What follows belongs to an exercise in optimizing a design on an open flow for small area, a short achievable clock period and few clock cycles per item; a production flow would make more cautious choices. Where RTL was checked, it was by simulation tests only, not by an equivalence proof against the original. Only the layout flow was run in runs 3 and 6; the RTL was not checked for function there. Power and IR drop assume default switching activity.

[flow/standard.sh]
#!/bin/bash
# synth_recipe.tcl (not shown) runs the flow's synth.tcl, then flattens the netlist and writes it again
# the make line also repeats each setting of config.mk as NAME=value (left out here)
make -C /OpenROAD-flow-scripts/flow DESIGN_CONFIG=/design/flow/config.mk WORK_HOME=/design/flow/orfs CLKGATE_MAP_FILE= SYNTH_SCRIPT=/design/flow/synth_recipe.tcl "${@:-finish}"
[flow/flow/run.sh]
#!/bin/bash
# The standard layout, with the port buffers made from buf_2 cells
# (ORFS's default picks a delay buffer, clkdlybuf4s50_1).
set -euo pipefail
bash standard.sh "BUFFER_PORTS_ARGS=-buffer_cell sky130_fd_sc_hd__buf_2" finish > standard_run.log 2>&1
[flow/config.mk]
export PLATFORM = sky130hd
export DESIGN_NAME = simple_cpu_top
export DESIGN_NICKNAME = simple_cpu_top
export VERILOG_FILES = /design/flow/design.v
export SDC_FILE = /design/flow/constraint.sdc
export NUM_CORES = 4
export LEC_CHECK = 0
export CAP_MARGIN = 20
export CORE_MARGIN = 2
export CORE_UTILIZATION = 40
export SLEW_MARGIN = 20
export SYNTH_HIERARCHICAL = 1
export SYNTH_MINIMUM_KEEP_SIZE = 0
[flow/design.v]
module simple_datapath #(
    parameter BIT_WIDTH = 16
)(
    input wire [BIT_WIDTH-1:0] a,
    input wire [BIT_WIDTH-1:0] b,
    output wire [BIT_WIDTH-1:0] p
);
    wire w1 = ~(a[0] & b[0]);
    wire w2 = ~(a[1] & b[0]);
    wire w3 = ~(a[2] & b[0]);
    wire w4 = ~(a[3] & b[0]);
    wire w5 = ~(a[4] & b[0]);
    wire w6 = ~(a[5] & b[0]);
    wire w7 = ~(a[6] & b[0]);
    wire w8 = ~(a[7] & b[0]);
    wire w9 = ~(a[8] & b[0]);
    wire w10 = ~(a[9] & b[0]);
    wire w11 = ~(a[10] & b[0]);
    wire w12 = ~(a[11] & b[0]);
    wire w13 = ~(a[12] & b[0]);
    wire w14 = ~(a[13] & b[0]);
    wire w15 = ~(a[14] & b[0]);
    wire w16 = ~(a[15] & b[0]);
    wire w17 = ~(a[0] & b[1]);
    wire w18 = ~(a[1] & b[1]);
    wire w19 = ~(a[2] & b[1]);
    wire w20 = ~(a[3] & b[1]);
    wire w21 = ~(a[4] & b[1]);
    wire w22 = ~(a[5] & b[1]);
    wire w23 = ~(a[6] & b[1]);
    wire w24 = ~(a[7] & b[1]);
    wire w25 = ~(a[8] & b[1]);
    wire w26 = ~(a[9] & b[1]);
    wire w27 = ~(a[10] & b[1]);
    wire w28 = ~(a[11] & b[1]);
    wire w29 = ~(a[12] & b[1]);
    wire w30 = ~(a[13] & b[1]);
    wire w31 = ~(a[14] & b[1]);
    wire w32 = ~(a[0] & b[2]);
    wire w33 = ~(a[1] & b[2]);
    wire w34 = ~(a[2] & b[2]);
    wire w35 = ~(a[3] & b[2]);
    wire w36 = ~(a[4] & b[2]);
    wire w37 = ~(a[5] & b[2]);
    wire w38 = ~(a[6] & b[2]);
    wire w39 = ~(a[7] & b[2]);
    wire w40 = ~(a[8] & b[2]);
    wire w41 = ~(a[9] & b[2]);
    wire w42 = ~(a[10] & b[2]);
    wire w43 = ~(a[11] & b[2]);
    wire w44 = ~(a[12] & b[2]);
    wire w45 = ~(a[13] & b[2]);
    wire w46 = ~(a[0] & b[3]);
    wire w47 = ~(a[1] & b[3]);
    wire w48 = ~(a[2] & b[3]);
    wire w49 = ~(a[3] & b[3]);
    wire w50 = ~(a[4] & b[3]);
    wire w51 = ~(a[5] & b[3]);
    wire w52 = ~(a[6] & b[3]);
    wire w53 = ~(a[7] & b[3]);
    wire w54 = ~(a[8] & b[3]);
    wire w55 = ~(a[9] & b[3]);
    wire w56 = ~(a[10] & b[3]);
    wire w57 = ~(a[11] & b[3]);
    wire w58 = ~(a[12] & b[3]);
    wire w59 = ~(a[0] & b[4]);
    wire w60 = ~(a[1] & b[4]);
    wire w61 = ~(a[2] & b[4]);
    wire w62 = ~(a[3] & b[4]);
    wire w63 = ~(a[4] & b[4]);
    wire w64 = ~(a[5] & b[4]);
    wire w65 = ~(a[6] & b[4]);
    wire w66 = ~(a[7] & b[4]);
    wire w67 = ~(a[8] & b[4]);
    wire w68 = ~(a[9] & b[4]);
    wire w69 = ~(a[10] & b[4]);
    wire w70 = ~(a[11] & b[4]);
    wire w71 = ~(a[0] & b[5]);
    wire w72 = ~(a[1] & b[5]);
    wire w73 = ~(a[2] & b[5]);
    wire w74 = ~(a[3] & b[5]);
    wire w75 = ~(a[4] & b[5]);
    wire w76 = ~(a[5] & b[5]);
    wire w77 = ~(a[6] & b[5]);
    wire w78 = ~(a[7] & b[5]);
    wire w79 = ~(a[8] & b[5]);
    wire w80 = ~(a[9] & b[5]);
    wire w81 = ~(a[10] & b[5]);
    wire w82 = ~(a[0] & b[6]);
    wire w83 = ~(a[1] & b[6]);
    wire w84 = ~(a[2] & b[6]);
    wire w85 = ~(a[3] & b[6]);
    wire w86 = ~(a[4] & b[6]);
    wire w87 = ~(a[5] & b[6]);
    wire w88 = ~(a[6] & b[6]);
    wire w89 = ~(a[7] & b[6]);
    wire w90 = ~(a[8] & b[6]);
    wire w91 = ~(a[9] & b[6]);
    wire w92 = ~(a[0] & b[7]);
    wire w93 = ~(a[1] & b[7]);
    wire w94 = ~(a[2] & b[7]);
    wire w95 = ~(a[3] & b[7]);
    wire w96 = ~(a[4] & b[7]);
    wire w97 = ~(a[5] & b[7]);
    wire w98 = ~(a[6] & b[7]);
    wire w99 = ~(a[7] & b[7]);
    wire w100 = ~(a[8] & b[7]);
    wire w101 = ~(a[0] & b[8]);
    wire w102 = ~(a[1] & b[8]);
    wire w103 = ~(a[2] & b[8]);
    wire w104 = ~(a[3] & b[8]);
    wire w105 = ~(a[4] & b[8]);
    wire w106 = ~(a[5] & b[8]);
    wire w107 = ~(a[6] & b[8]);
    wire w108 = ~(a[7] & b[8]);
    wire w109 = ~(a[0] & b[9]);
    wire w110 = ~(a[1] & b[9]);
    wire w111 = ~(a[2] & b[9]);
    wire w112 = ~(a[3] & b[9]);
    wire w113 = ~(a[4] & b[9]);
    wire w114 = ~(a[5] & b[9]);
    wire w115 = ~(a[6] & b[9]);
    wire w116 = ~(a[0] & b[10]);
    wire w117 = ~(a[1] & b[10]);
    wire w118 = ~(a[2] & b[10]);
    wire w119 = ~(a[3] & b[10]);
    wire w120 = ~(a[4] & b[10]);
    wire w121 = ~(a[5] & b[10]);
    wire w122 = ~(a[0] & b[11]);
    wire w123 = ~(a[1] & b[11]);
    wire w124 = ~(a[2] & b[11]);
    wire w125 = ~(a[3] & b[11]);
    wire w126 = ~(a[4] & b[11]);
    wire w127 = ~(a[0] & b[12]);
    wire w128 = ~(a[1] & b[12]);
    wire w129 = ~(a[2] & b[12]);
    wire w130 = ~(a[3] & b[12]);
    wire w131 = ~(a[0] & b[13]);
    wire w132 = ~(a[1] & b[13]);
    wire w133 = ~(a[2] & b[13]);
    wire w134 = ~(a[0] & b[14]);
    wire w135 = ~(a[1] & b[14]);
    wire w136 = ~(a[0] & b[15]);
    wire w137, w138;
    mul_xn u1 (.x(w18), .y(w3), .s(w137));
    mul_or u2 (.x(w18), .y(w3), .c(w138));
    wire w139, w140;
    mul_fa u3 (.x(w19), .y(w33), .z(w4), .s(w139), .c(w140));
    wire w141, w142;
    mul_xn u4 (.x(w46), .y(w138), .s(w141));
    mul_or u5 (.x(w46), .y(w138), .c(w142));
    wire w143, w144;
    mul_fa u6 (.x(w20), .y(w34), .z(w47), .s(w143), .c(w144));
    wire w145, w146;
    mul_fa u7 (.x(w5), .y(w59), .z(w140), .s(w145), .c(w146));
    wire w147, w148;
    mul_xn u8 (.x(w142), .y(w143), .s(w147));
    mul_or u9 (.x(w142), .y(w143), .c(w148));
    wire w149, w150;
    mul_fa u10 (.x(w21), .y(w35), .z(w48), .s(w149), .c(w150));
    wire w151, w152;
    mul_fa u11 (.x(w6), .y(w60), .z(w71), .s(w151), .c(w152));
    wire w153, w154;
    mul_fa u12 (.x(w144), .y(w149), .z(w151), .s(w153), .c(w154));
    wire w155, w156;
    mul_xn u13 (.x(w148), .y(w146), .s(w155));
    mul_or u14 (.x(w148), .y(w146), .c(w156));
    wire w157, w158;
    mul_fa u15 (.x(w22), .y(w36), .z(w49), .s(w157), .c(w158));
    wire w159, w160;
    mul_fa u16 (.x(w61), .y(w7), .z(w72), .s(w159), .c(w160));
    wire w161, w162;
    mul_fa u17 (.x(w82), .y(w150), .z(w152), .s(w161), .c(w162));
    wire w163, w164;
    mul_fa u18 (.x(w157), .y(w159), .z(w154), .s(w163), .c(w164));
    wire w165, w166;
    mul_xn u19 (.x(w161), .y(w156), .s(w165));
    mul_or u20 (.x(w161), .y(w156), .c(w166));
    wire w167, w168;
    mul_fa u21 (.x(w23), .y(w37), .z(w50), .s(w167), .c(w168));
    wire w169, w170;
    mul_fa u22 (.x(w62), .y(w73), .z(w8), .s(w169), .c(w170));
    wire w171, w172;
    mul_fa u23 (.x(w83), .y(w92), .z(w158), .s(w171), .c(w172));
    wire w173, w174;
    mul_fa u24 (.x(w160), .y(w167), .z(w169), .s(w173), .c(w174));
    wire w175, w176;
    mul_fa u25 (.x(w162), .y(w171), .z(w173), .s(w175), .c(w176));
    wire w177, w178;
    mul_xn u26 (.x(w166), .y(w164), .s(w177));
    mul_or u27 (.x(w166), .y(w164), .c(w178));
    wire w179, w180;
    mul_fa u28 (.x(w101), .y(w24), .z(w38), .s(w179), .c(w180));
    wire w181, w182;
    mul_fa u29 (.x(w51), .y(w63), .z(w74), .s(w181), .c(w182));
    wire w183, w184;
    mul_fa u30 (.x(w84), .y(w9), .z(w93), .s(w183), .c(w184));
    wire w185, w186;
    mul_fa u31 (.x(w168), .y(w170), .z(w179), .s(w185), .c(w186));
    wire w187, w188;
    mul_fa u32 (.x(w181), .y(w183), .z(w172), .s(w187), .c(w188));
    wire w189, w190;
    mul_fa u33 (.x(w174), .y(w185), .z(w187), .s(w189), .c(w190));
    wire w191, w192;
    mul_xn u34 (.x(w176), .y(w178), .s(w191));
    mul_or u35 (.x(w176), .y(w178), .c(w192));
    wire w193, w194;
    mul_fa u36 (.x(w10), .y(w102), .z(w109), .s(w193), .c(w194));
    wire w195, w196;
    mul_fa u37 (.x(w25), .y(w39), .z(w52), .s(w195), .c(w196));
    wire w197, w198;
    mul_fa u38 (.x(w64), .y(w75), .z(w85), .s(w197), .c(w198));
    wire w199, w200;
    mul_fa u39 (.x(w94), .y(w180), .z(w182), .s(w199), .c(w200));
    wire w201, w202;
    mul_fa u40 (.x(w184), .y(w193), .z(w195), .s(w201), .c(w202));
    wire w203, w204;
    mul_fa u41 (.x(w197), .y(w186), .z(w199), .s(w203), .c(w204));
    wire w205, w206;
    mul_fa u42 (.x(w201), .y(w188), .z(w203), .s(w205), .c(w206));
    wire w207, w208;
    mul_xn u43 (.x(w190), .y(w192), .s(w207));
    mul_or u44 (.x(w190), .y(w192), .c(w208));
    wire w209, w210;
    mul_fa u45 (.x(w103), .y(w11), .z(w110), .s(w209), .c(w210));
    wire w211, w212;
    mul_fa u46 (.x(w116), .y(w26), .z(w40), .s(w211), .c(w212));
    wire w213, w214;
    mul_fa u47 (.x(w53), .y(w65), .z(w76), .s(w213), .c(w214));
    wire w215, w216;
    mul_fa u48 (.x(w86), .y(w95), .z(w194), .s(w215), .c(w216));
    wire w217, w218;
    mul_fa u49 (.x(w196), .y(w198), .z(w209), .s(w217), .c(w218));
    wire w219, w220;
    mul_fa u50 (.x(w211), .y(w213), .z(w200), .s(w219), .c(w220));
    wire w221, w222;
    mul_fa u51 (.x(w202), .y(w215), .z(w217), .s(w221), .c(w222));
    wire w223, w224;
    mul_fa u52 (.x(w204), .y(w219), .z(w221), .s(w223), .c(w224));
    wire w225, w226;
    mul_xn u53 (.x(w206), .y(w208), .s(w225));
    mul_or u54 (.x(w206), .y(w208), .c(w226));
    wire w227, w228;
    mul_fa u55 (.x(w104), .y(w111), .z(w117), .s(w227), .c(w228));
    wire w229, w230;
    mul_fa u56 (.x(w12), .y(w122), .z(w27), .s(w229), .c(w230));
    wire w231, w232;
    mul_fa u57 (.x(w41), .y(w54), .z(w66), .s(w231), .c(w232));
    wire w233, w234;
    mul_fa u58 (.x(w77), .y(w87), .z(w96), .s(w233), .c(w234));
    wire w235, w236;
    mul_fa u59 (.x(w210), .y(w212), .z(w214), .s(w235), .c(w236));
    wire w237, w238;
    mul_fa u60 (.x(w227), .y(w229), .z(w231), .s(w237), .c(w238));
    wire w239, w240;
    mul_fa u61 (.x(w233), .y(w216), .z(w218), .s(w239), .c(w240));
    wire w241, w242;
    mul_fa u62 (.x(w235), .y(w237), .z(w220), .s(w241), .c(w242));
    wire w243, w244;
    mul_fa u63 (.x(w222), .y(w239), .z(w241), .s(w243), .c(w244));
    wire w245, w246;
    mul_xn u64 (.x(w224), .y(w226), .s(w245));
    mul_or u65 (.x(w224), .y(w226), .c(w246));
    wire w247, w248;
    mul_fa u66 (.x(w105), .y(w112), .z(w118), .s(w247), .c(w248));
    wire w249, w250;
    mul_fa u67 (.x(w123), .y(w127), .z(w13), .s(w249), .c(w250));
    wire w251, w252;
    mul_fa u68 (.x(w28), .y(w42), .z(w55), .s(w251), .c(w252));
    wire w253, w254;
    mul_fa u69 (.x(w67), .y(w78), .z(w88), .s(w253), .c(w254));
    wire w255, w256;
    mul_fa u70 (.x(w97), .y(w228), .z(w230), .s(w255), .c(w256));
    wire w257, w258;
    mul_fa u71 (.x(w232), .y(w234), .z(w247), .s(w257), .c(w258));
    wire w259, w260;
    mul_fa u72 (.x(w249), .y(w251), .z(w253), .s(w259), .c(w260));
    wire w261, w262;
    mul_fa u73 (.x(w236), .y(w238), .z(w255), .s(w261), .c(w262));
    wire w263, w264;
    mul_fa u74 (.x(w257), .y(w259), .z(w240), .s(w263), .c(w264));
    wire w265, w266;
    mul_fa u75 (.x(w261), .y(w242), .z(w263), .s(w265), .c(w266));
    wire w267, w268;
    mul_xn u76 (.x(w244), .y(w246), .s(w267));
    mul_or u77 (.x(w244), .y(w246), .c(w268));
    wire w269, w270;
    mul_fa u78 (.x(w106), .y(w113), .z(w119), .s(w269), .c(w270));
    wire w271, w272;
    mul_fa u79 (.x(w124), .y(w128), .z(w131), .s(w271), .c(w272));
    wire w273, w274;
    mul_fa u80 (.x(w14), .y(w29), .z(w43), .s(w273), .c(w274));
    wire w275, w276;
    mul_fa u81 (.x(w56), .y(w68), .z(w79), .s(w275), .c(w276));
    wire w277, w278;
    mul_fa u82 (.x(w89), .y(w98), .z(w248), .s(w277), .c(w278));
    wire w279, w280;
    mul_fa u83 (.x(w250), .y(w252), .z(w254), .s(w279), .c(w280));
    wire w281, w282;
    mul_fa u84 (.x(w269), .y(w271), .z(w273), .s(w281), .c(w282));
    wire w283, w284;
    mul_fa u85 (.x(w275), .y(w256), .z(w258), .s(w283), .c(w284));
    wire w285, w286;
    mul_fa u86 (.x(w260), .y(w277), .z(w279), .s(w285), .c(w286));
    wire w287, w288;
    mul_fa u87 (.x(w281), .y(w262), .z(w283), .s(w287), .c(w288));
    wire w289, w290;
    mul_fa u88 (.x(w285), .y(w264), .z(w287), .s(w289), .c(w290));
    wire w291, w292;
    mul_xn u89 (.x(w266), .y(w289), .s(w291));
    mul_or u90 (.x(w266), .y(w289), .c(w292));
    wire w293, w294;
    mul_fa u91 (.x(w107), .y(w114), .z(w120), .s(w293), .c(w294));
    wire w295, w296;
    mul_fa u92 (.x(w125), .y(w129), .z(w132), .s(w295), .c(w296));
    wire w297, w298;
    mul_fa u93 (.x(w134), .y(w15), .z(w30), .s(w297), .c(w298));
    wire w299, w300;
    mul_fa u94 (.x(w44), .y(w57), .z(w69), .s(w299), .c(w300));
    wire w301, w302;
    mul_fa u95 (.x(w80), .y(w90), .z(w99), .s(w301), .c(w302));
    wire w303, w304;
    mul_fa u96 (.x(w270), .y(w272), .z(w274), .s(w303), .c(w304));
    wire w305, w306;
    mul_fa u97 (.x(w276), .y(w293), .z(w295), .s(w305), .c(w306));
    wire w307, w308;
    mul_fa u98 (.x(w297), .y(w299), .z(w301), .s(w307), .c(w308));
    wire w309, w310;
    mul_fa u99 (.x(w278), .y(w280), .z(w282), .s(w309), .c(w310));
    wire w311, w312;
    mul_fa u100 (.x(w303), .y(w305), .z(w307), .s(w311), .c(w312));
    wire w313, w314;
    mul_fa u101 (.x(w284), .y(w286), .z(w309), .s(w313), .c(w314));
    wire w315, w316;
    mul_fa u102 (.x(w311), .y(w288), .z(w313), .s(w315), .c(w316));
    wire w317, w318;
    mul_xn u103 (.x(w290), .y(w315), .s(w317));
    mul_or u104 (.x(w290), .y(w315), .c(w318));
    wire w319;
    mul_x2 u105 (.x(w100), .y(w108), .s(w319));
    wire w320;
    mul_x2 u106 (.x(w115), .y(w121), .s(w320));
    wire w321;
    mul_x2 u107 (.x(w126), .y(w130), .s(w321));
    wire w322;
    mul_x2 u108 (.x(w133), .y(w135), .s(w322));
    wire w323;
    mul_x2 u109 (.x(w136), .y(w16), .s(w323));
    wire w324;
    mul_x2 u110 (.x(w31), .y(w45), .s(w324));
    wire w325;
    mul_x2 u111 (.x(w58), .y(w70), .s(w325));
    wire w326;
    mul_x2 u112 (.x(w81), .y(w91), .s(w326));
    wire w327;
    mul_x2 u113 (.x(w319), .y(w320), .s(w327));
    wire w328;
    mul_x2 u114 (.x(w321), .y(w322), .s(w328));
    wire w329;
    mul_x2 u115 (.x(w323), .y(w324), .s(w329));
    wire w330;
    mul_x2 u116 (.x(w325), .y(w326), .s(w330));
    wire w331;
    mul_x2 u117 (.x(w327), .y(w328), .s(w331));
    wire w332;
    mul_x2 u118 (.x(w329), .y(w330), .s(w332));
    wire w333;
    mul_x2 u119 (.x(w294), .y(w296), .s(w333));
    wire w334;
    mul_x2 u120 (.x(w298), .y(w300), .s(w334));
    wire w335;
    mul_x2 u121 (.x(w302), .y(w331), .s(w335));
    wire w336;
    mul_x2 u122 (.x(w332), .y(w333), .s(w336));
    wire w337;
    mul_x2 u123 (.x(w334), .y(w335), .s(w337));
    wire w338;
    mul_x2 u124 (.x(w336), .y(w337), .s(w338));
    wire w339;
    mul_x2 u125 (.x(w304), .y(w306), .s(w339));
    wire w340;
    mul_x2 u126 (.x(w308), .y(w338), .s(w340));
    wire w341;
    mul_x2 u127 (.x(w339), .y(w340), .s(w341));
    wire w342;
    mul_x2 u128 (.x(w341), .y(w310), .s(w342));
    wire w343;
    mul_x2 u129 (.x(w312), .y(w342), .s(w343));
    wire w344;
    mul_x2 u130 (.x(w343), .y(w314), .s(w344));
    wire w345;
    mul_x2 u131 (.x(w344), .y(w316), .s(w345));
    wire w346;
    mul_x2 u132 (.x(w345), .y(w318), .s(w346));
    wire w347, w348;
    mul_ha u133 (.x(w17), .y(w2), .s(w347), .c(w348));
    wire w349, w350;
    mul_ha u134 (.x(w32), .y(w137), .s(w349), .c(w350));
    wire w351, w352;
    mul_ha u135 (.x(w141), .y(w139), .s(w351), .c(w352));
    wire w353, w354;
    mul_ha u136 (.x(w147), .y(w145), .s(w353), .c(w354));
    wire w355, w356;
    mul_ha u137 (.x(w153), .y(w155), .s(w355), .c(w356));
    wire w357, w358;
    mul_ha u138 (.x(w165), .y(w163), .s(w357), .c(w358));
    wire w359, w360;
    mul_ha u139 (.x(w175), .y(w177), .s(w359), .c(w360));
    wire w361, w362;
    mul_ha u140 (.x(w191), .y(w189), .s(w361), .c(w362));
    wire w363, w364;
    mul_ha u141 (.x(w205), .y(w207), .s(w363), .c(w364));
    wire w365, w366;
    mul_ha u142 (.x(w223), .y(w225), .s(w365), .c(w366));
    wire w367, w368;
    mul_ha u143 (.x(w243), .y(w245), .s(w367), .c(w368));
    wire w369, w370;
    mul_ha u144 (.x(w265), .y(w267), .s(w369), .c(w370));
    wire w371, w372;
    mul_ha u145 (.x(w268), .y(w291), .s(w371), .c(w372));
    wire w373, w374;
    mul_ha u146 (.x(w292), .y(w317), .s(w373), .c(w374));
    wire w375;
    mul_ao u147 (.g(w1), .p(~w1), .ci(1'b1), .co(w375));
    wire w376;
    mul_ao u148 (.g(w348), .p(w347), .ci(w375), .co(w376));
    wire w377;
    mul_ao u149 (.g(w350), .p(w349), .ci(w376), .co(w377));
    wire w378;
    mul_ao u150 (.g(w352), .p(w351), .ci(w377), .co(w378));
    wire w379;
    mul_ao u151 (.g(w354), .p(w353), .ci(w378), .co(w379));
    wire w380;
    mul_ao u152 (.g(w356), .p(w355), .ci(w379), .co(w380));
    wire w381;
    mul_ao u153 (.g(w358), .p(w357), .ci(w380), .co(w381));
    wire w382;
    mul_ao u154 (.g(w360), .p(w359), .ci(w381), .co(w382));
    wire w383;
    mul_ao u155 (.g(w362), .p(w361), .ci(w382), .co(w383));
    wire w384;
    mul_ao u156 (.g(w364), .p(w363), .ci(w383), .co(w384));
    wire w385;
    mul_ao u157 (.g(w366), .p(w365), .ci(w384), .co(w385));
    wire w386;
    mul_ao u158 (.g(w368), .p(w367), .ci(w385), .co(w386));
    wire w387;
    mul_ao u159 (.g(w370), .p(w369), .ci(w386), .co(w387));
    wire w388;
    mul_ao u160 (.g(w372), .p(w371), .ci(w387), .co(w388));
    wire w389;
    mul_ao u161 (.g(w374), .p(w373), .ci(w388), .co(w389));
    assign p[0] = ~(~w1 ^ 1'b1);
    assign p[1] = ~(w347 ^ w375);
    assign p[2] = ~(w349 ^ w376);
    assign p[3] = ~(w351 ^ w377);
    assign p[4] = ~(w353 ^ w378);
    assign p[5] = ~(w355 ^ w379);
    assign p[6] = ~(w357 ^ w380);
    assign p[7] = ~(w359 ^ w381);
    assign p[8] = ~(w361 ^ w382);
    assign p[9] = ~(w363 ^ w383);
    assign p[10] = ~(w365 ^ w384);
    assign p[11] = ~(w367 ^ w385);
    assign p[12] = ~(w369 ^ w386);
    assign p[13] = ~(w371 ^ w387);
    assign p[14] = ~(w373 ^ w388);
    assign p[15] = (w346 ^ w389);
endmodule
module mul_fa (
    input wire x, y, z,
    output wire s, c
);
    assign s = x ^ y ^ z;
    assign c = (x & y) | (x & z) | (y & z);
endmodule
module mul_ha (
    input wire x, y,
    output wire s, c
);
    assign s = x ^ y;
    assign c = x & y;
endmodule
module mul_xn (
    input wire x, y,
    output wire s
);
    assign s = ~(x ^ y);
endmodule
module mul_or (
    input wire x, y,
    output wire c
);
    assign c = x | y;
endmodule
module mul_x2 (
    input wire x, y,
    output wire s
);
    assign s = x ^ y;
endmodule
module mul_ao (
    input wire g, p, ci,
    output wire co
);
    assign co = g | (p & ci);
endmodule
module simple_control (
    input wire clk,
    input wire rst_n,
    input wire start,
    output reg done
);
    always @(posedge clk or negedge rst_n) begin
        if (!rst_n)
            done <= 1'b0;
        else if (start)
            done <= 1'b1;
    end
endmodule
module simple_cpu_top #(
    parameter BIT_WIDTH = 16,
    parameter PROGRAM_FILE = "program.mem"
)(
    input wire clk,
    input wire rst_n,
    input wire start,
    input wire [BIT_WIDTH-1:0] operand_a,
    input wire [BIT_WIDTH-1:0] operand_b,
    output wire [BIT_WIDTH-1:0] result,
    output wire done
);
    wire [BIT_WIDTH-1:0] product;
    simple_datapath #(.BIT_WIDTH(BIT_WIDTH)) datapath (
        .a(operand_a), .b(operand_b), .p(product)
    );
    simple_control control (
        .clk(clk), .rst_n(rst_n), .start(start), .done(done)
    );
    reg [BIT_WIDTH-1:0] result_r;
    always @(posedge clk)
        if (start) result_r <= product;
    assign result = result_r;
endmodule
[flow/constraint.sdc]
create_clock -name core_clock -period 5.0 [get_ports {clk}]
set_input_delay 1.0000 -clock core_clock [delete_from_list [all_inputs] [get_ports {clk}]]
set_output_delay 1.0000 -clock core_clock [all_outputs]
set_load 0.01 [all_outputs]
==> results.toml, run 1 <==
[power]
power_density_mw_per_mm2 = 530
total_power_mw = 2.38
p_leak_nw = 1.84
vdd_drop_max_v = 0.000488

[placement]
placed_cells = 559
hpwl_mm = 7.20
pre_cts_ws_ns = -0.206
gp_congestion = 0.891
numPortBuffers = 51

[synth]
yosysTopAreaCell = "fa_1"
yosys_warnings = 8
ys_types = 14
syn_area_per_cell_sq_um = 10.2
ys_seq_area_share_pct = 14.1
syn_area_sq_mm = 0.00359
synth_cells = 352
synth_top_cell_area_share_pct = 43.5
ys_ff_latch = 17
synth_area_leaders = "fa_1, nand2_1, edfxtp_1, xor2_1, xnor2_1"

[floorplanning]
initial_utilization_pct = 41.2
dieArea_sq_mm = 0.00976
die_h_um = 98.8
io_pins = 52
core_sq_mm = 0.00872
die_x_um = 98.8
num_rows = 34

[clocking]
root_buffer = "clkbuf_8"
clk_path_buf_depth = 2
cts-hold-fix-buffers = 0
clk_latency_ns = 0.24
cts_tree = "done"
htree_levels = 1
cts_sinks = 17
path_clk_slew_ns = 0.07
cts_buffers = 3

[final_layout]
drive_gt1_share_pct = 29.5
final_cell_mix = "nand2_1, fa_1, buf_4"
final_nets = 585
fin_cells = 565
mostFrequentLayoutCell = "nand2_1"
area_growth_pct = 25.2
finish.utilization_pct = 51.6
diodes = 0

[worst_setup_path]
path_common_cell = "fa_1"
cp.required_ns = 4.99
criticalPathCategory = "in2reg"
crit_family = "adder cells"
crit_path_max_incr_delay_ns = 0.59
end_kind = "flop"
cp-start-kind = "primary input"
slowest_stage = "fa_1"
cp_num_buf_inv = 2
cp_max_fo = 7
crit_chain = "buf_4 > buf_4 > nand2_1 > fa_2 > fa_1 > fa_1 > fa_1 > fa_1 > xnor2_2 > ha_1 > a21o_1 > a21o_1 > xor2_1"
critical_path_arrival_ns = 4.86

[sta]
final.period_utilization_pct = 97.3
drv_slew = 0
clock_skew_ns = 0
timing.fmax_mhz = 206
fin_tns_setup_ns = 0
finalWorstSetupSlack_ns = 0.134
setup_viol = 0
timing.final.crit_period_ns = 4.87
final-hold-violation-count = 0

[global_routing]
grt_pass1_wl_mm = 14.7
grt_pass1_vias = 3179
grt_usage_pct = 19.0
grt_max_degree = 18
grt_antenna_before_repair = 0
grt_overflow_total = 0

[route]
drt_iter0_markers = 98
post_drt_via_cell_ratio = 4.89
drc = 0
vias = 2765
wire_per_inst_um = 14.7
firstDrtPassIters = 4
drtAntennaViolNets = 0
drt_wl_total_mm = 8.31

[hold_path]
hold_path.class = "reg2reg"

[job]
drv_cap = 0

[outcome]
status = "finished clean"
-- final cells by class --
| cell class | instances | area [sq um] |
|---|---|---|
| Timing Repair Buffer | 121 | 835 |
| Clock buffer | 3 | 41.3 |
| Clock inverter | 1 | 5.00 |
| Multi-Input combinational cell | 315 | 2980 |
| Fill cell | 821 | 4220 |
| Tap cell | 108 | 135 |
| Sequential cell | 17 | 505 |
-- kinds of logic (layout without fill, tap and decap cells) --
family / after synthesis / after routing / share of synthesized area, %
DFF: 17 / 17 / 14.1
xor gates and xnor gates: 56 / 56 / 13.6
and+or+nand+nor: 151 / 151 / 16.8
adders and majority gates: 92 / 92 / 48.3
buffers and inverters: 20 / 125 / 3.90
AOI/OAI and AO/OA: 15 / 15 / 3.13
other: 1 / 1 / 0.104
-- per-module statistics from Yosys (local to each module, per instance), excerpt --
module | cell area [sq um] | times used
mul_ao | 7.51 | 15
simple_control | 31.3 | 1
mul_ha | 12.5 | 14
mul_fa | 20.0 | 78
mul_x2 | 8.76 | 28
mul_or | 6.26 | 13
-- where the power goes --
part | switching (mW) | leakage (nW) | internal (mW)
registers | 0.0107 | 0.165 | 0.324
logic | 0.831 | 1.65 | 1.11
clock network | 0.0497 | 0.0255 | 0.0552
-- metrics by stage --
step / cell area (sq um) / hold slack (ns)
finish: 4500 / 0.458
global route: 4500 / 0.499
CTS: 4440 / 0.467
detailed placement: 4390 / 0.449
global placement: 4390 / 0.442
floorplan: 3610 / 0.504
-- synthesized netlist by cell type --
cell type	number
xnor2_1	27
buf_4	6
dfrtp_1	1
ha_1	14
or2_1	14
a21o_1	15
buf_2	10
buf_6	4
conb_1	1
and2_1	1
xor2_1	29
fa_1	78
nand2_1	136
edfxtp_1	16
-- state kept, by name, indices dropped and copies added, names as in the netlist --
name and flops:
control.done 1, result_r 16
-- final timing paths --
path	startpoint	end	slack (ns)	depth (start not counted)
min in group asynchronous	rst_n	control.done	0.51	1
max in group asynchronous	rst_n	control.done	4.41	1
hold / removal	control.done	control.done	0.46	1
setup / recovery	operand_b[1]	result_r[15]	0.13	13
setup reg to reg	control.done	control.done	4.30	1
hold reg to reg	control.done	control.done	0.46	1
-- layer usage --
| metal | up-vias | share of wire (%) | track usage [%] |
|---|---|---|---|
| li1 | 1295 | - | - |
| met3 | 14 | 3.1 | 1.35 |
| met5 | - | 0 | 0 |
| met4 | 0 | 2.1 | 5.06 |
| met2 | 67 | 56 | 37.3 |
| met1 | 1389 | 39 | 22.0 |
-- repair_timing --
| action | CTS | global route |
|---|---|---|
| gates resized for setup | 0 | 20 |
| buffers inserted | 0 | 2 |
| setup endpoints to repair | 0 | 2 |
Testbench counts, summed over its fixed seeds: cycles 384, items 384.
==> run 2: changes to the inputs <==
--- a/flow/config.mk
+++ b/flow/config.mk
@@ -10,2 +10,3 @@
 export CORE_UTILIZATION = 40
+export GPL_TIMING_DRIVEN = 0
 export SLEW_MARGIN = 20
==> results.toml, run 2 <==
[power]
internal_power_mw = 1.22
power_density_mw_per_mm2 = 478
swShare_pct = 40.3
p_leak_nw = 1.67
comb_power_share_pct = 78.4
pwr-share-clk_pct = 5.3
seqPwrFrac_pct = 16.3
vdd_drop_max_v = 0.000363
switching_power_mw = 0.824

[placement]
hpwl_mm = 6.35
placed_cells = 503
pre_cts_ws_ns = -0.412
gp_congestion = 0.862
numPortBuffers = 43

[sta]
timing.final.crit_period_ns = 4.91
finalWorstSetupSlack_ns = 0.0852
clock_skew_ns = 0
timing.fmax_mhz = 203
drv_slew = 0
setup_viol = 0
grt_setup_unrepaired = "yes"
final-hold-violation-count = 0
final.period_utilization_pct = 98.3
fin_tns_setup_ns = 0

[hold_path]
hold_path.class = "reg2reg"

[synth]
ys_types = 14
synth_top_family_by_area = "adder cells"
synth_ff_type = "edfxtp_1"
ys_ff_latch = 17
yosysMostFrequentCell = "nand2_1"
synth-edff-count = 16
synth_xor_area_share_pct = 13.6
synth-simple-area-share_pct = 16.8
muxShareOfSynthArea_pct = 0
synth-compound-area-share_pct = 3.13
synth_area_leaders = "fa_1, nand2_1, edfxtp_1, xor2_1, xnor2_1"
async_reset_ff_share_pct = 5.88
synth-adder-area-share_pct = 48.3
syn_area_per_cell_sq_um = 10.2
synth_top_cell_area_share_pct = 43.5
yosys_warnings = 8
yosysTopAreaCell = "fa_1"
synth_cells = 352
syn_area_sq_mm = 0.00359
yosys-top-cells-count = "nand2_1, fa_1, xor2_1"
ys_seq_area_share_pct = 14.1

[worst_setup_path]
slowest_stage = "fa_1"
cp-start-kind = "primary input"
criticalPathCategory = "in2reg"
crit_path_max_incr_delay_ns = 0.48
cp_max_fo = 6
crit_chain = "buf_6 > buf_8 > nand2_2 > fa_1 > fa_2 > fa_2 > or2_1 > or2_1 > or2_1 > or2_1 > or2_1 > xnor2_1 > ha_1 > a21o_1 > a21o_1 > a21o_1 > xor2_1"
critical_path_arrival_ns = 4.92
end_kind = "flop"
path_common_cell = "or2_1"
cp.required_ns = 5.01

[floorplanning]
initial_utilization_pct = 41.2
io_pins = 52
die_h_um = 98.8
dieArea_sq_mm = 0.00976
die_x_um = 98.8
core_sq_mm = 0.00872
num_rows = 34

[clocking]
clk_path_buf_depth = 2
path_clk_slew_ns = 0.07
clk_latency_ns = 0.26
cts_tree = "done"
cts_sinks = 17
cts_buffers = 3
htree_levels = 1
root_buffer = "clkbuf_8"
cts-hold-fix-buffers = 0

[final_layout]
reg.largest.list = "result_r x16, control.done x1"
diodes = 0
drive_gt1_share_pct = 24.3
fin_cells = 523
regMostFlops = "result_r"
largest_reg_flops = 16
area_growth_pct = 19.0
final_nets = 543
mostFrequentLayoutCell = "nand2_1"
final_cell_mix = "nand2_1, fa_1, buf_2"

[route]
vias = 2612
drtAntennaViolNets = 0
firstDrtPassIters = 4
wire_per_inst_um = 15.4
drt_iter0_markers = 105
drt_wl_total_mm = 8.07
post_drt_via_cell_ratio = 4.99
drc = 0

[global_routing]
grt_max_degree = 18
grt_pass1_wl_mm = 13.9
grt_antenna_before_repair = 0
grt_pass1_vias = 2946
grt_overflow_total = 0
grt_usage_pct = 17.8

[outcome]
status = "finished clean"

[job]
drv_cap = 0
[run 2: cell count changes in the layout (fill, tap and decap cells not counted), sizes merged]
| cell | change |
|---|---|
| clkbuf | -1 |
| buf | -41 |
[run 2: final timing paths]
kind / from / endpoint / slack, ns / cells after the start
worst min register to register: control.done / control.done / 0.46 / 1
min in group asynchronous: rst_n / control.done / 0.50 / 1
max in group asynchronous: rst_n / control.done / 4.42 / 1
worst max-delay path: operand_b[3] / result_r[15] / 0.09 / 17
worst max register to register: control.done / control.done / 4.30 / 1
worst min-delay path: control.done / control.done / 0.46 / 1
[run 2: per-stage QoR]
step / util, % / cell area (sq um) / hold WS [ns] / power [mW]
after floorplan: - / 3610 / 0.504 / 1.56
after global placement: 45.4 / 3960 / 0.441 / 1.85
after detailed placement: 45.4 / 3960 / 0.449 / 1.87
after CTS: 46.9 / 4090 / 0.467 / 2.00
after global routing: 49.0 / 4280 / 0.493 / 2.29
final: 49.0 / 4280 / 0.459 / 2.04
[run 2: critical path, delay by kind of cell]
family | cells | cell delay (ns)
XOR/XNOR | 2 | 0.29
AND/OR/NAND/NOR | 6 | 1.29
AO/OA/AOI/OAI | 3 | 0.57
adder cells (fa/ha/maj) | 4 | 1.56
buffers and inverters | 2 | 0.21
[run 2: logic make-up after synthesis]
family	after synthesis
other	1
AO/OA/AOI/OAI	15
flip-flops	17
XOR/XNOR	56
AND/OR/NAND/NOR	151
adder cells (fa/ha/maj)	92
buffers and inverters	20
[run 2: power by group through the flow]
stage                     logic (mW)  registers [mW]  clock network, mW
final                           1.60           0.334              0.109
after floorplan                 1.19           0.373                  0
after CTS                       1.55           0.335              0.113
after global routing            1.83           0.339              0.121
after global placement          1.51           0.338                  0
after detailed placement        1.54           0.338                  0
[run 2: timing repair]
item | 4_1_cts | 5_1_grt
setup endpoints to repair | 1 | 1
resized for setup | 11 | 42
hold endpoints to repair | 0 | 0
pin swaps | 6 | 25
setup buffers | 10 | 11
[run 2: cell type report]
type	count	area [sq um]
multi-input combinational	315	3000
buffer	15	145
timing repair buffer	64	442
sequential	17	505
tap	108	135
fill	793	4440
clock buffer	3	41.3
clock inverter	1	5.00
[run 2: metal layers]
layer  vias to the layer above  global-route usage [%]  wire [um]
met1                      1334                    23.1       3420
met4                         0                    3.79         93
met2                        65                    32.8       4270
met5                         -                       0          0
met3                         7                    1.13        288
li1                       1206                       -          -
[run 2: modules after synthesis (local to each module, per instance), excerpt]
module / copies in the design / flip-flops and latches
simple_cpu_top: 1 / 16
mul_xn: 13 / 0
mul_ha: 14 / 0
mul_ao: 15 / 0
simple_control: 1 / 1
mul_x2: 28 / 0
mul_or: 13 / 0
mul_fa: 78 / 0
==> run 3: changes to the inputs <==
--- a/flow/design.v
+++ b/flow/design.v
@@ -189,4 +189,4 @@
     wire w177, w178;
-    mul_xn u26 (.x(w166), .y(w164), .s(w177));
-    mul_or u27 (.x(w166), .y(w164), .c(w178));
+    mul_xn u26 (.x(w164), .y(w166), .s(w177));
+    mul_or u27 (.x(w164), .y(w166), .c(w178));
     wire w179, w180;
@@ -240,4 +240,4 @@
     wire w225, w226;
-    mul_xn u53 (.x(w206), .y(w208), .s(w225));
-    mul_or u54 (.x(w206), .y(w208), .c(w226));
+    mul_xn u53 (.x(w206), .y(w223), .s(w225));
+    mul_or u54 (.x(w206), .y(w223), .c(w226));
     wire w227, w228;
@@ -261,4 +261,4 @@
     wire w245, w246;
-    mul_xn u64 (.x(w224), .y(w226), .s(w245));
-    mul_or u65 (.x(w224), .y(w226), .c(w246));
+    mul_xn u64 (.x(w224), .y(w243), .s(w245));
+    mul_or u65 (.x(w224), .y(w243), .c(w246));
     wire w247, w248;
@@ -284,4 +284,4 @@
     wire w267, w268;
-    mul_xn u76 (.x(w244), .y(w246), .s(w267));
-    mul_or u77 (.x(w244), .y(w246), .c(w268));
+    mul_xn u76 (.x(w244), .y(w265), .s(w267));
+    mul_or u77 (.x(w244), .y(w265), .c(w268));
     wire w269, w270;
@@ -403,3 +403,3 @@
     wire w355, w356;
-    mul_ha u137 (.x(w153), .y(w155), .s(w355), .c(w356));
+    mul_ha u137 (.x(w155), .y(w153), .s(w355), .c(w356));
     wire w357, w358;
@@ -407,3 +407,3 @@
     wire w359, w360;
-    mul_ha u139 (.x(w175), .y(w177), .s(w359), .c(w360));
+    mul_ha u139 (.x(w177), .y(w175), .s(w359), .c(w360));
     wire w361, w362;
@@ -413,7 +413,7 @@
     wire w365, w366;
-    mul_ha u142 (.x(w223), .y(w225), .s(w365), .c(w366));
+    mul_ha u142 (.x(w208), .y(w225), .s(w365), .c(w366));
     wire w367, w368;
-    mul_ha u143 (.x(w243), .y(w245), .s(w367), .c(w368));
+    mul_ha u143 (.x(w226), .y(w245), .s(w367), .c(w368));
     wire w369, w370;
-    mul_ha u144 (.x(w265), .y(w267), .s(w369), .c(w370));
+    mul_ha u144 (.x(w246), .y(w267), .s(w369), .c(w370));
     wire w371, w372;
@@ -421,3 +421,3 @@
     wire w373, w374;
-    mul_ha u146 (.x(w292), .y(w317), .s(w373), .c(w374));
+    mul_ha u146 (.x(w317), .y(w292), .s(w373), .c(w374));
     wire w375;
==> results.toml, run 3 <==
[worst_setup_path]
r2r_slack_ns = 4.30
r2r-start = "control.done"
r2r_cells = 1
cp-start-kind = "primary input"
criticalPathCategory = "in2reg"
end_kind = "flop"
critical_path_arrival_ns = 4.91
cp_max_fo = 6
cp.required_ns = 5.01
regToRegEndpoint = "control.done"

[synth]
yosysTopAreaCell = "fa_1"
synth_ff_type = "edfxtp_1"
yosys-top-cells-count = "nand2_1, fa_1, xor2_1"
ys_seq_area_share_pct = 14.1
synth-edff-count = 16
synth_cells = 352
synth_top_cell_area_share_pct = 43.5
async_reset_ff_share_pct = 5.88
yosys_warnings = 8
syn_area_per_cell_sq_um = 10.2
yosysMostFrequentCell = "nand2_1"
ys_types = 14
synth_area_leaders = "fa_1, nand2_1, edfxtp_1, xor2_1, xnor2_1"
ys_ff_latch = 17
syn_area_sq_mm = 0.00359

[clocking]
clk_path_buf_depth = 2
cts_sinks = 17
path_clk_slew_ns = 0.07
clk_latency_ns = 0.26
cts-hold-fix-buffers = 0
root_buffer = "clkbuf_8"
cts_buffers = 3
cts_tree = "done"
htree_levels = 1

[global_routing]
grt_pass1_vias = 2904
grt_antenna_before_repair = 0
grt_usage_pct = 17.6
grt_overflow_total = 0
grt_max_degree = 18
grt_pass1_wl_mm = 13.6

[power]
power_density_mw_per_mm2 = 524
vdd_drop_max_v = 0.000442
p_leak_nw = 1.63

[placement]
gp_congestion = 0.869
numPortBuffers = 43
hpwl_mm = 6.61

[floorplanning]
io_pins = 52
initial_utilization_pct = 41.2
die_x_um = 98.8
core_sq_mm = 0.00872
num_rows = 34
dieArea_sq_mm = 0.00976
die_h_um = 98.8

[final_layout]
diodes = 0
final_cell_mix = "nand2_1, fa_1, buf_2"
drive_gt1_share_pct = 24.4
mostFrequentLayoutCell = "nand2_1"
final_nets = 534
regMostFlops = "result_r"
reg.largest.list = "result_r x16, control.done x1"
area_growth_pct = 17.2
ff_latch_area_sq_um = 505
fillers = 806
largest_reg_flops = 16
multi_input_area_sq_mm = 0.00305

[sta]
timing.hold.ws_ns = 0.460
clock_skew_ns = 0
timing.final.crit_period_ns = 4.91
fin_tns_setup_ns = 0
final-hold-violation-count = 0
timing.fmax_mhz = 204
setup_viol = 0
drv_slew = 0
final.period_utilization_pct = 98.1

[job]
drv_cap = 0

[route]
vias = 2682
firstDrtPassIters = 4
wire_per_inst_um = 16.2
drtAntennaViolNets = 0
post_drt_via_cell_ratio = 5.22
drt_iter0_markers = 121
drc = 0
drt_wl_total_mm = 8.31

[hold_path]
hold_path.class = "reg2reg"
min_to = "control.done"
min-delay-start = "control.done"
hold_path_depth = 1

[outcome]
status = "finished clean"
[run 3: changes by cell type in the layout (fill, tap and decap cells not counted), moves of 3 or more]
cell | previous run | this run
buf_8 | 5 | 2
fa_1 | 69 | 61
nand2_2 | 7 | 1
buf_4 | 21 | 15
xnor2_2 | 0 | 4
xnor2_1 | 27 | 23
clkbuf_4 | 2 | 6
nand2_1 | 127 | 135
fa_2 | 9 | 17
buf_6 | 11 | 5
[run 3: worst max-delay path by stage]
stage	from	end	slack (ns)	depth (start not counted)
floorplan	operand_b[0]	result_r[15]	0.0009	14
detailed placement	operand_a[4]	result_r[15]	-0.39	16
CTS	operand_b[2]	result_r[15]	0.008	18
global placement	operand_a[4]	result_r[15]	-0.37	16
global route	operand_a[2]	result_r[15]	-0.00004	15
finish	operand_a[1]	result_r[15]	0.09	14
[run 3: cell families after synthesis]
logic type / Yosys count / share of synthesized area [%]
and+or+nand+nor: 151 / 16.8
adders and majority gates: 92 / 48.3
xor gates and xnor gates: 56 / 13.6
buffers and inverters: 20 / 3.90
DFF: 17 / 14.1
AOI/OAI and AO/OA: 15 / 3.13
other: 1 / 0.104
[run 3: stage by stage]
stage          cells  setup WS [ns]  utilization, %  instance area, sq um  power (mW)
3_3_place_gp     503         -0.373            45.3                  3950        2.02
4_1_cts          510        0.00805            46.4                  4050        2.16
5_1_grt          514     -0.0000417            48.3                  4210        2.45
6_report         514         0.0942            48.3                  4210        2.21
2_1_floorplan    352       0.000906               -                  3600        1.72
3_5_place_dp     503         -0.386            45.3                  3950        2.04
[run 3: worst max-delay path, stage by stage]
cell and delay [ns]:
clkbuf_4 0.15, buf_6 0.13, buf_4 0.13, nand2_1 0.07, fa_1 0.43, fa_1 0.52
fa_1 0.45, fa_1 0.57, fa_1 0.46, xnor2_2 0.15, ha_1 0.32, a21o_1 0.21
a21o_1 0.16, xor2_1 0.16
[run 3: modules after synthesis, one instance, submodules excluded, excerpt]
module	flops+latches	cells inside	cell area, sq um
mul_or	0	1	6.26
mul_xn	0	1	8.76
mul_ao	0	1	7.51
mul_ha	0	1	12.5
simple_control	1	2	31.3
mul_fa	0	1	20.0
mul_x2	0	1	8.76
simple_cpu_top	16	16	480
[run 3: layer usage]
metal	GRT usage, %	part of all wire [%]	vias to the layer above
li1	-	-	1193
met1	22.1	39	1364
met2	31.1	54	104
met3	1.42	4.8	21
met4	7.59	2.7	0
met5	0	0	-
[run 3: final cells by class]
type	instances	area share, %
buffer	16	3.30
clock buffer	3	0.980
clock inverter	1	0.119
multi-input combinational	315	72.4
sequential	17	12.0
tap	108	3.21
timing repair buffer	54	7.96
[run 3: timing repair]
item                                    4_1_cts  5_1_grt
pin swaps                                     0       35
gates resized for setup                       7       32
gates cloned                                  0        1
endpoints found under the setup margin        1        1
buffers inserted                              5        5
[run 3: where the power goes]
| part | internal [mW] | total [mW] | switching, mW |
|---|---|---|---|
| clock network | 0.0555 | 0.108 | 0.0521 |
| registers | 0.339 | 0.349 | 0.00995 |
| logic | 0.920 | 1.75 | 0.829 |
| total | 1.31 | 2.21 | 0.892 |
==> run 4: changes to the inputs <==
--- a/flow/design.v
+++ b/flow/design.v
@@ -449,5 +449,8 @@
     wire w388;
-    mul_ao u160 (.g(w372), .p(w371), .ci(w387), .co(w388));
-    wire w389;
-    mul_ao u161 (.g(w374), .p(w373), .ci(w388), .co(w389));
+    mul_ao u160 (.g(w374), .p(w373), .ci(w372), .co(w388));
+    wire w389 = w373 & w371;
+    wire w390;
+    mul_ao u161 (.g(w372), .p(w371), .ci(w387), .co(w390));
+    wire w391;
+    mul_ao u162 (.g(w388), .p(w389), .ci(w387), .co(w391));
     assign p[0] = ~(~w1 ^ 1'b1);
@@ -466,4 +469,4 @@
     assign p[13] = ~(w371 ^ w387);
-    assign p[14] = ~(w373 ^ w388);
-    assign p[15] = (w346 ^ w389);
+    assign p[14] = ~(w373 ^ w390);
+    assign p[15] = (w346 ^ w391);
 endmodule
==> results.toml, run 4 <==
[hold_path]
min_to = "control.done"
hold_path_depth = 1
min-delay-start = "control.done"
hold_path.class = "reg2reg"

[global_routing]
grt_pass1_vias = 2776
grt_antenna_before_repair = 0
grt_max_degree = 18
grt_overflow_total = 0
grt_pass1_wl_mm = 13.5
grt_usage_pct = 17.4

[sta]
final-hold-violation-count = 0
timing.fmax_mhz = 205
grt_setup_unrepaired = "no"
drv_slew = 0
clock_skew_ns = 0
final.period_utilization_pct = 97.3
timing.final.crit_period_ns = 4.87
setup_viol = 0
fin_tns_setup_ns = 0

[power]
total_power_mw = 2.21
internal_power_mw = 1.30
switching_power_mw = 0.912
vdd_drop_max_v = 0.000453
comb_power_share_pct = 79.3
pwr-share-clk_pct = 4.9
seqPwrFrac_pct = 15.8
p_leak_nw = 1.56
power_density_mw_per_mm2 = 546
swShare_pct = 41.3

[floorplanning]
dieArea_sq_mm = 0.00979
num_rows = 34
io_pins = 52
die_x_um = 99.0
die_h_um = 99.0
core_sq_mm = 0.00872
initial_utilization_pct = 41.4

[synth]
syn_area_sq_mm = 0.00361
synth_cells = 354
yosys-top-cells-count = "nand2_1, fa_1, xor2_1"
syn_area_per_cell_sq_um = 10.2
ys_types = 14
synth_top_cell_area_share_pct = 43.3
synth-edff-count = 16
ys_seq_area_share_pct = 14.0
synth_ff_type = "edfxtp_1"
yosys_warnings = 8
yosysTopAreaCell = "fa_1"
async_reset_ff_share_pct = 5.88
ys_ff_latch = 17
synth_area_leaders = "fa_1, nand2_1, edfxtp_1, xor2_1, xnor2_1"
yosysMostFrequentCell = "nand2_1"

[placement]
placed_cells = 505
hpwl_mm = 6.58
gp_congestion = 0.831
place_area_sq_mm = 0.00396
numPortBuffers = 43

[worst_setup_path]
critical_path_arrival_ns = 4.87
end_kind = "flop"
cp_max_fo = 10
cp.required_ns = 5.00
cp-start-kind = "primary input"
r2r_cells = 1
criticalPathCategory = "in2reg"
regToRegEndpoint = "control.done"
slowest_stage = "fa_1"
crit_path_max_incr_delay_ns = 0.53
r2r-start = "control.done"
path_common_cell = "fa_1"
r2r_slack_ns = 4.30
crit_chain = "buf_2 > buf_8 > nand2_1 > fa_1 > fa_1 > fa_1 > fa_1 > fa_1 > or2_1 > ha_1 > and2_1 > a21o_1 > xor2_1"

[final_layout]
fin_cells = 507
regMostFlops = "result_r"
reg.largest.list = "result_r x16, control.done x1"
diodes = 0
area_growth_pct = 12.1
largest_reg_flops = 16
drive_gt1_share_pct = 18.8
final_nets = 527
fin_area_sq_mm = 0.00405
mostFrequentLayoutCell = "nand2_1"
final_cell_mix = "nand2_1, fa_1, buf_2"

[clocking]
cts_buffers = 3
cts_sinks = 17
root_buffer = "clkbuf_8"
cts_tree = "done"
cts-hold-fix-buffers = 0
clk_latency_ns = 0.25
clk_path_buf_depth = 2
htree_levels = 1
path_clk_slew_ns = 0.07
cts_setup_buffers = 0

[job]
drv_cap = 0

[route]
wire_per_inst_um = 15.8
vias = 2560
post_drt_via_cell_ratio = 5.05
drt_iter0_markers = 111
drc = 0
drt_wl_total_mm = 7.99
firstDrtPassIters = 4
drtAntennaViolNets = 0

[outcome]
status = "finished clean"
-- run 4: cell types whose count changed after synthesis, sizes merged --
cell  previous run  this run
a21o            15        16
and2             1         2
-- run 4: final cells by class --
cell class	instances	area (sq um)
clock buffer	3	41.3
fill	829	4680
tap	108	135
sequential	17	505
timing repair buffer	43	218
multi-input combinational	317	2990
buffer	18	154
clock inverter	1	5.00
-- run 4: cell families after synthesis --
family                     share of synthesized area (%)
AOI/OAI and AO/OA                                   3.33
DFF                                                 14.0
buffers and inverters                               3.88
adders and majority gates                           48.1
other                                              0.104
and+or+nand+nor                                     16.9
xor gates and xnor gates                            13.6
-- run 4: modules after synthesis, one instance, submodules excluded, excerpt --
module	times used	cells
mul_x2	28	1
mul_xn	13	1
mul_fa	78	1
simple_cpu_top	1	16
simple_control	1	2
mul_ha	14	1
mul_or	13	1
mul_ao	16	1
-- run 4: worst max-delay path, delay by kind of cell --
family	cells	cell delay (ns)
XOR/XNOR	1	0.16
AO/OA/AOI/OAI	1	0.18
buffers and inverters	2	0.30
AND/OR/NAND/NOR	3	0.50
adder cells (fa/ha/maj)	6	2.73
-- run 4: repair_timing --
item	4_1_cts	5_1_grt
endpoints found under the hold margin	0	0
setup endpoints to repair	1	2
gates resized for setup	1	16
gates cloned	0	0
pin swaps	0	3
-- run 4: worst max path at each step --
| stage | to | from | slack, ns | cells after the start |
|---|---|---|---|---|
| 6_report | result_r[15] | operand_a[3] | 0.13 | 13 |
| 5_1_grt | result_r[15] | operand_b[2] | 0.003 | 15 |
| 4_1_cts | result_r[15] | operand_a[2] | 0.02 | 13 |
| 3_5_place_dp | result_r[15] | operand_a[4] | -0.29 | 14 |
| 3_3_place_gp | result_r[15] | operand_a[4] | -0.25 | 14 |
| 2_1_floorplan | result_r[15] | operand_a[0] | 0.03 | 13 |
-- run 4: power by group through the flow --
| stage | logic, mW | clock network [mW] | registers, mW |
|---|---|---|---|
| 6_report | 1.75 | 0.108 | 0.350 |
| 5_1_grt | 2.01 | 0.118 | 0.353 |
| 4_1_cts | 1.78 | 0.113 | 0.351 |
| 3_5_place_dp | 1.77 | 0 | 0.354 |
| 3_3_place_gp | 1.74 | 0 | 0.353 |
| 2_1_floorplan | 1.40 | 0 | 0.389 |
-- run 4: stage by stage --
step,hold slack [ns],utilization [%],setup slack [ns]
5_1_grt,0.490,46.4,0.00329
6_report,0.466,46.4,0.133
4_1_cts,0.465,45.9,0.0185
3_5_place_dp,0.448,45.4,-0.294
2_1_floorplan,0.504,-,0.0337
3_3_place_gp,0.441,45.4,-0.251
-- run 4: layer usage --
layer | wire (um) | vias to the layer above | track usage (%)
met1 | 3200 | 1283 | 22.5
met5 | 0 | - | 0
met2 | 4190 | 89 | 31.4
met3 | 490 | 8 | 1.35
met4 | 103 | 0 | 4.53
li1 | - | 1180 | -
Testbench counts of run 4, summed over its fixed seeds: cycles 384, items 384.
==> run 5: changes to the inputs <==
==> flow/flow/run.sh (replaced) <==
#!/bin/bash
# The standard layout with: port buffers made from buf_2 cells (ORFS's
# default picks a delay buffer, clkdlybuf4s50_1), and the buffers that
# synthesis (ABC) inserted removed at floorplan, leaving buffering to the
# resizer, which sees the placement.
set -euo pipefail
bash standard.sh "BUFFER_PORTS_ARGS=-buffer_cell sky130_fd_sc_hd__buf_2" REMOVE_ABC_BUFFERS=1 finish > standard_run.log 2>&1
==> results.toml, run 5 <==
[outcome]
status = "finished clean"

[clocking]
path_clk_slew_ns = 0.06
clk_path_buf_depth = 2
cts_sinks = 17
root_buffer = "clkbuf_8"
htree_levels = 1
cts_tree = "done"
cts_buffers = 3
clk_latency_ns = 0.25

[sta]
final-hold-violation-count = 0
fin_tns_setup_ns = 0
finalWorstSetupSlack_ns = 0.158
timing.hold.ws_ns = 0.456
clock_skew_ns = 0
timing.fmax_mhz = 207
final.period_utilization_pct = 96.8
timing.final.crit_period_ns = 4.84
drv_slew = 0
grt_setup_unrepaired = "no"
setup_viol = 0

[floorplanning]
core_sq_mm = 0.00872
io_pins = 52
initial_utilization_pct = 41.4
num_rows = 34
die_x_um = 99.0
die_h_um = 99.0
dieArea_sq_mm = 0.00979

[synth]
syn_area_sq_mm = 0.00361
ys_seq_area_share_pct = 14.0
ys_types = 14
yosysMostFrequentCell = "nand2_1"
synth-adder-area-share_pct = 48.1
async_reset_ff_share_pct = 5.88
synth_area_leaders = "fa_1, nand2_1, edfxtp_1, xor2_1, xnor2_1"
synth_top_family_by_area = "adder cells"
ys_ff_latch = 17
yosys-top-cells-count = "nand2_1, fa_1, xor2_1"
synth_xor_area_share_pct = 13.6
synth-compound-area-share_pct = 3.33
synth_ff_type = "edfxtp_1"
syn_area_per_cell_sq_um = 10.2
synth_top_cell_area_share_pct = 43.3
synth-simple-area-share_pct = 16.9
yosysTopAreaCell = "fa_1"
yosys_warnings = 8
muxShareOfSynthArea_pct = 0
synth_cells = 354
synth-edff-count = 16

[final_layout]
fin_cells = 497
largest_reg_flops = 16
diodes = 0
mostFrequentLayoutCell = "nand2_1"
final_nets = 517
final_cell_mix = "nand2_1, fa_1, buf_2"
drive_gt1_share_pct = 14.4
area_growth_pct = 9.50
regMostFlops = "result_r"
reg.largest.list = "result_r x16, control.done x1"

[worst_setup_path]
crit_path_max_incr_delay_ns = 0.57
critical_path_arrival_ns = 4.84
cp-start-kind = "primary input"
path_common_cell = "fa_1"
cp_num_buf_inv = 1
crit_family = "adder cells"
criticalPathCategory = "in2reg"
cp_max_fo = 14
r2r_slack_ns = 4.31
slowest_stage = "fa_1"
end_kind = "flop"
cp.required_ns = 4.99
crit_chain = "buf_4 > nand2_1 > fa_1 > fa_1 > fa_1 > fa_1 > fa_1 > or2_1 > ha_1 > a21o_1 > a21o_1 > xor2_1"

[route]
vias = 2480
wire_per_inst_um = 15.4
drc = 0
drt_iter0_markers = 132
post_drt_via_cell_ratio = 4.99
drtAntennaViolNets = 0
firstDrtPassIters = 4
drt_wl_total_mm = 7.67

[power]
switching_power_mw = 0.900
swShare_pct = 41.1
p_leak_nw = 1.50
comb_power_share_pct = 79.3
total_power_mw = 2.19
internal_power_mw = 1.29
vdd_drop_max_v = 0.000416
power_density_mw_per_mm2 = 554
pwr-share-clk_pct = 4.7
seqPwrFrac_pct = 16.0

[placement]
pre_cts_ws_ns = -0.305
gp_congestion = 0.889
placed_cells = 493
numPortBuffers = 51
hpwl_mm = 6.25

[global_routing]
grt_overflow_total = 0
grt_max_degree = 18
grt_usage_pct = 16.9
grt_pass1_wl_mm = 13.0
grt_pass1_vias = 2588
grt_antenna_before_repair = 0

[hold_path]
hold_path.class = "reg2reg"

[job]
drv_cap = 0
## run 5: changes by cell type in the layout (fill, tap and decap cells not counted)
cell      before  now
clkbuf_1       0    1
buf_2         48   37
buf_6          5    2
buf_8          2    0
clkinv_2       1    0
clkbuf_4       2    4
fa_1          68   76
fa_2          10    2
buf_4          4    8
## run 5: layout make-up
type	instances	area, sq um
fillers	853	4770
multi-input cells	317	2970
flip-flops and latches	17	505
repair buffers	51	298
well taps	108	135
clock buffers	4	45.0
## run 5: layer usage
layer | global-route usage [%] | vias to the layer above | part of all wire, %
li1 | - | 1157 | -
met1 | 24.0 | 1218 | 41
met2 | 28.3 | 99 | 51
met3 | 1.56 | 6 | 7.3
met4 | 3.79 | 0 | 1.2
met5 | 0 | - | 0
## run 5: path summary, 6_finish.rpt
path / startpoint / end / cells after the start
setup / recovery: operand_a[2] / result_r[15] / 12
hold / removal: control.done / control.done / 1
setup reg to reg: control.done / control.done / 1
hold reg to reg: control.done / control.done / 1
max in group asynchronous: rst_n / control.done / 1
min in group asynchronous: rst_n / control.done / 1
## run 5: timing repair
item                       CTS  global route
buffers inserted             0             0
cloned                       0             0
pin swaps                    0             2
setup endpoints to repair    1             2
hold buffers                 0             0
resized for setup            1            26
## run 5: Yosys stat by module, one instance, submodules excluded, excerpt
module / flops+latches / area [sq um]
simple_cpu_top: 16 / 480
simple_control: 1 / 31.3
mul_fa: 0 / 20.0
mul_ha: 0 / 12.5
mul_x2: 0 / 8.76
mul_xn: 0 / 8.76
mul_ao: 0 / 7.51
mul_or: 0 / 6.26
## run 5: cell families after synthesis
group                      Yosys count
AOI/OAI and AO/OA                   16
xor gates and xnor gates            56
adders and majority gates           92
buffers and inverters               20
DFF                                 17
other                                1
and+or+nand+nor                    152
## run 5: power groups by stage
stage | Clock [mW] | Combinational [mW] | Sequential (mW)
finish | 0.104 | 1.74 | 0.350
global route | 0.115 | 1.98 | 0.354
CTS | 0.110 | 1.79 | 0.351
detailed placement | 0 | 1.78 | 0.354
global placement | 0 | 1.74 | 0.353
floorplan | 0 | 1.38 | 0.389
## run 5: stage by stage
stage	instance area [sq um]	utilization, %
after CTS	3910	44.8
after global placement	3860	44.2
final	3950	45.3
after global routing	3950	45.3
after floorplan	3470	-
after detailed placement	3860	44.2
==> run 6: changes to the inputs <==
--- a/flow/design.v
+++ b/flow/design.v
@@ -447,10 +447,13 @@
     wire w387;
-    mul_ao u159 (.g(w370), .p(w369), .ci(w386), .co(w387));
-    wire w388;
-    mul_ao u160 (.g(w374), .p(w373), .ci(w372), .co(w388));
-    wire w389 = w373 & w371;
-    wire w390;
-    mul_ao u161 (.g(w372), .p(w371), .ci(w387), .co(w390));
+    mul_ao u159 (.g(w372), .p(w371), .ci(w370), .co(w387));
+    wire w388 = w371 & w369;
+    wire w389;
+    mul_ao u160 (.g(w374), .p(w373), .ci(w387), .co(w389));
+    wire w390 = w373 & w388;
     wire w391;
-    mul_ao u162 (.g(w388), .p(w389), .ci(w387), .co(w391));
+    mul_ao u161 (.g(w370), .p(w369), .ci(w386), .co(w391));
+    wire w392;
+    mul_ao u162 (.g(w387), .p(w388), .ci(w386), .co(w392));
+    wire w393;
+    mul_ao u163 (.g(w389), .p(w390), .ci(w386), .co(w393));
     assign p[0] = ~(~w1 ^ 1'b1);
@@ -468,5 +471,5 @@
     assign p[12] = ~(w369 ^ w386);
-    assign p[13] = ~(w371 ^ w387);
-    assign p[14] = ~(w373 ^ w390);
-    assign p[15] = (w346 ^ w391);
+    assign p[13] = ~(w371 ^ w391);
+    assign p[14] = ~(w373 ^ w392);
+    assign p[15] = (w346 ^ w393);
 endmodule
==> results.toml, run 6 <==
[floorplanning]
initial_utilization_pct = 41.3
num_rows = 34
dieArea_sq_mm = 0.00983
core_sq_mm = 0.00876
die_h_um = 99.1
io_pins = 52
die_x_um = 99.1

[synth]
synth_top_cell_area_share_pct = 43.1
synth_area_leaders = "fa_1, nand2_1, edfxtp_1, xor2_1, xnor2_1"
syn_area_per_cell_sq_um = 10.2
synth-simple-area-share_pct = 17.0
async_reset_ff_share_pct = 5.88
ys_seq_area_share_pct = 14.0
muxShareOfSynthArea_pct = 0
synth-compound-area-share_pct = 3.52
synth_ff_type = "edfxtp_1"
synth-adder-area-share_pct = 48.0
synth_top_family_by_area = "adder cells"
synth_xor_area_share_pct = 13.5
synth_cells = 356
yosysMostFrequentCell = "nand2_1"
syn_area_sq_mm = 0.00362
yosys_warnings = 8
yosys-top-cells-count = "nand2_1, fa_1, xor2_1"
ys_ff_latch = 17
synth-edff-count = 16
ys_types = 15
yosysTopAreaCell = "fa_1"

[clocking]
clk_latency_ns = 0.24
htree_levels = 1
cts-hold-fix-buffers = 0
path_clk_slew_ns = 0.06
cts_sinks = 17
clk_path_buf_depth = 2
root_buffer = "clkbuf_8"
cts_setup_buffers = 0
cts_tree = "done"
cts_buffers = 3

[placement]
placed_cells = 495
numPortBuffers = 51
gp_congestion = 0.879
place_area_sq_mm = 0.00387
hpwl_mm = 6.21

[final_layout]
final_cell_mix = "nand2_1, fa_1, buf_2"
diodes = 0
regMostFlops = "result_r"
fillers = 843
fin_cells = 499
final_nets = 519
finish.utilization_pct = 45.7
drive_gt1_share_pct = 15.3
fin_area_sq_mm = 0.00401
largest_reg_flops = 16
mostFrequentLayoutCell = "nand2_1"
reg.largest.list = "result_r x16, control.done x1"
area_growth_pct = 10.7

[route]
wl_met3_um = 513
drt_iter0_markers = 107
vias = 2513
post_drt_via_cell_ratio = 5.04
wl_met2_mm = 3.95
drt_wl_total_mm = 7.69
firstDrtPassIters = 4
drc = 0
wire_per_inst_um = 15.4
top_layer = "met4"
drt-met1-wl_mm = 3.11
drtAntennaViolNets = 0

[global_routing]
grt_antenna_before_repair = 0
grt_pass1_vias = 2748
grt_pass1_wl_mm = 13.3
grt_overflow_total = 0
grt_max_degree = 18
grt_usage_pct = 17.1

[sta]
timing.fmax_mhz = 205
setup_viol = 0
timing.hold.ws_ns = 0.459
timing.final.crit_period_ns = 4.87
clock_skew_ns = 0
final.period_utilization_pct = 97.4
final-hold-violation-count = 0
grt_setup_unrepaired = "no"
fin_tns_setup_ns = 0
drv_slew = 0

[power]
p_leak_nw = 1.53
vdd_drop_max_v = 0.000461
power_density_mw_per_mm2 = 574

[worst_setup_path]
critical_path_arrival_ns = 4.86
end_kind = "flop"
cp_max_fo = 17
criticalPathCategory = "in2reg"
r2r_cells = 1
cp.required_ns = 4.99
cp-start-kind = "primary input"

[job]
drv_cap = 0

[outcome]
status = "finished clean"

[hold_path]
hold_path.class = "reg2reg"
hold_path_depth = 1
-- run 6: cell count changes in the layout (fill, tap and decap cells not counted), sizes merged --
cell	previous run	this run
buf	47	45
a21o	16	17
and3	0	1
clkbuf	8	10
-- run 6: routing by layer --
layer | vias up | global-route usage (%)
li1 | 1165 | -
met1 | 1245 | 23.5
met2 | 94 | 29.6
met3 | 9 | 1.26
met4 | 0 | 4.11
met5 | - | 0
-- run 6: power by group --
part	total (mW)	leakage, nW	switching, mW	internal, mW
Clock	0.103	0.0228	0.0468	0.0565
Combinational	1.85	1.34	0.899	0.948
Sequential	0.350	0.165	0.00956	0.341
-- run 6: kinds of logic after synthesis --
| logic type | Yosys count |
|---|---|
| flops | 17 |
| compound gates | 17 |
| fa+ha+maj | 92 |
| simple gates | 153 |
| other cells | 1 |
| xor+xnor | 56 |
| buf+inv | 20 |
-- run 6: per-module statistics from Yosys (local to each module, per instance), excerpt --
module          flops+latches  cell area (sq um)  copies in the design
mul_ao                      0               7.51                    17
mul_fa                      0               20.0                    78
mul_ha                      0               12.5                    14
mul_or                      0               6.26                    13
mul_x2                      0               8.76                    28
simple_cpu_top             16                480                     1
-- run 6: cell type report --
cell class / instances / area (sq um) / share of cell area, %
Sequential cell: 17 / 505 / 12.6
Clock buffer: 4 / 45.0 / 1.12
Timing Repair Buffer: 51 / 327 / 8.15
Tap cell: 108 / 135 / 3.37
Multi-Input combinational cell: 319 / 3000 / 74.7
-- run 6: critical path: stages --
cell and delay, ns:
buf_6 0.15, nand2_1 0.09, fa_1 0.53, fa_1 0.48, fa_2 0.41, fa_1 0.55
fa_1 0.46, xnor2_2 0.16, ha_1 0.34, a21o_1 0.21, a21o_1 0.15, a21o_1 0.15
xor2_1 0.16
-- run 6: metrics by stage --
stage / setup slack [ns] / power (mW)
6_report: 0.128 / 2.30
5_1_grt: 0.00969 / 2.59
4_1_cts: 0.000729 / 2.31
3_5_place_dp: -0.381 / 2.19
3_3_place_gp: -0.356 / 2.17
2_1_floorplan: 0.167 / 1.83
-- run 6: repair_timing --
action	CTS	global route
pin swaps	0	2
endpoints found under the setup margin	1	1
gates resized for setup	8	27
-- run 6: worst paths after layout --
path,to,slack [ns],startpoint
worst max-delay path,result_r[15],0.13,operand_b[0]
worst min-delay path,control.done,0.46,control.done
worst max register to register,control.done,4.30,control.done
worst min register to register,control.done,0.46,control.done
max in group asynchronous,control.done,4.40,rst_n
min in group asynchronous,control.done,0.51,rst_n

Check on run 6: ideal ports give 0.128 ns setup slack; a clkbuf_16 on the clock port and buf_2 on the inputs give 0.117 ns; moving port delays by the midpoint clock arrival (0.276 ns) as well gives -0.159 ns.
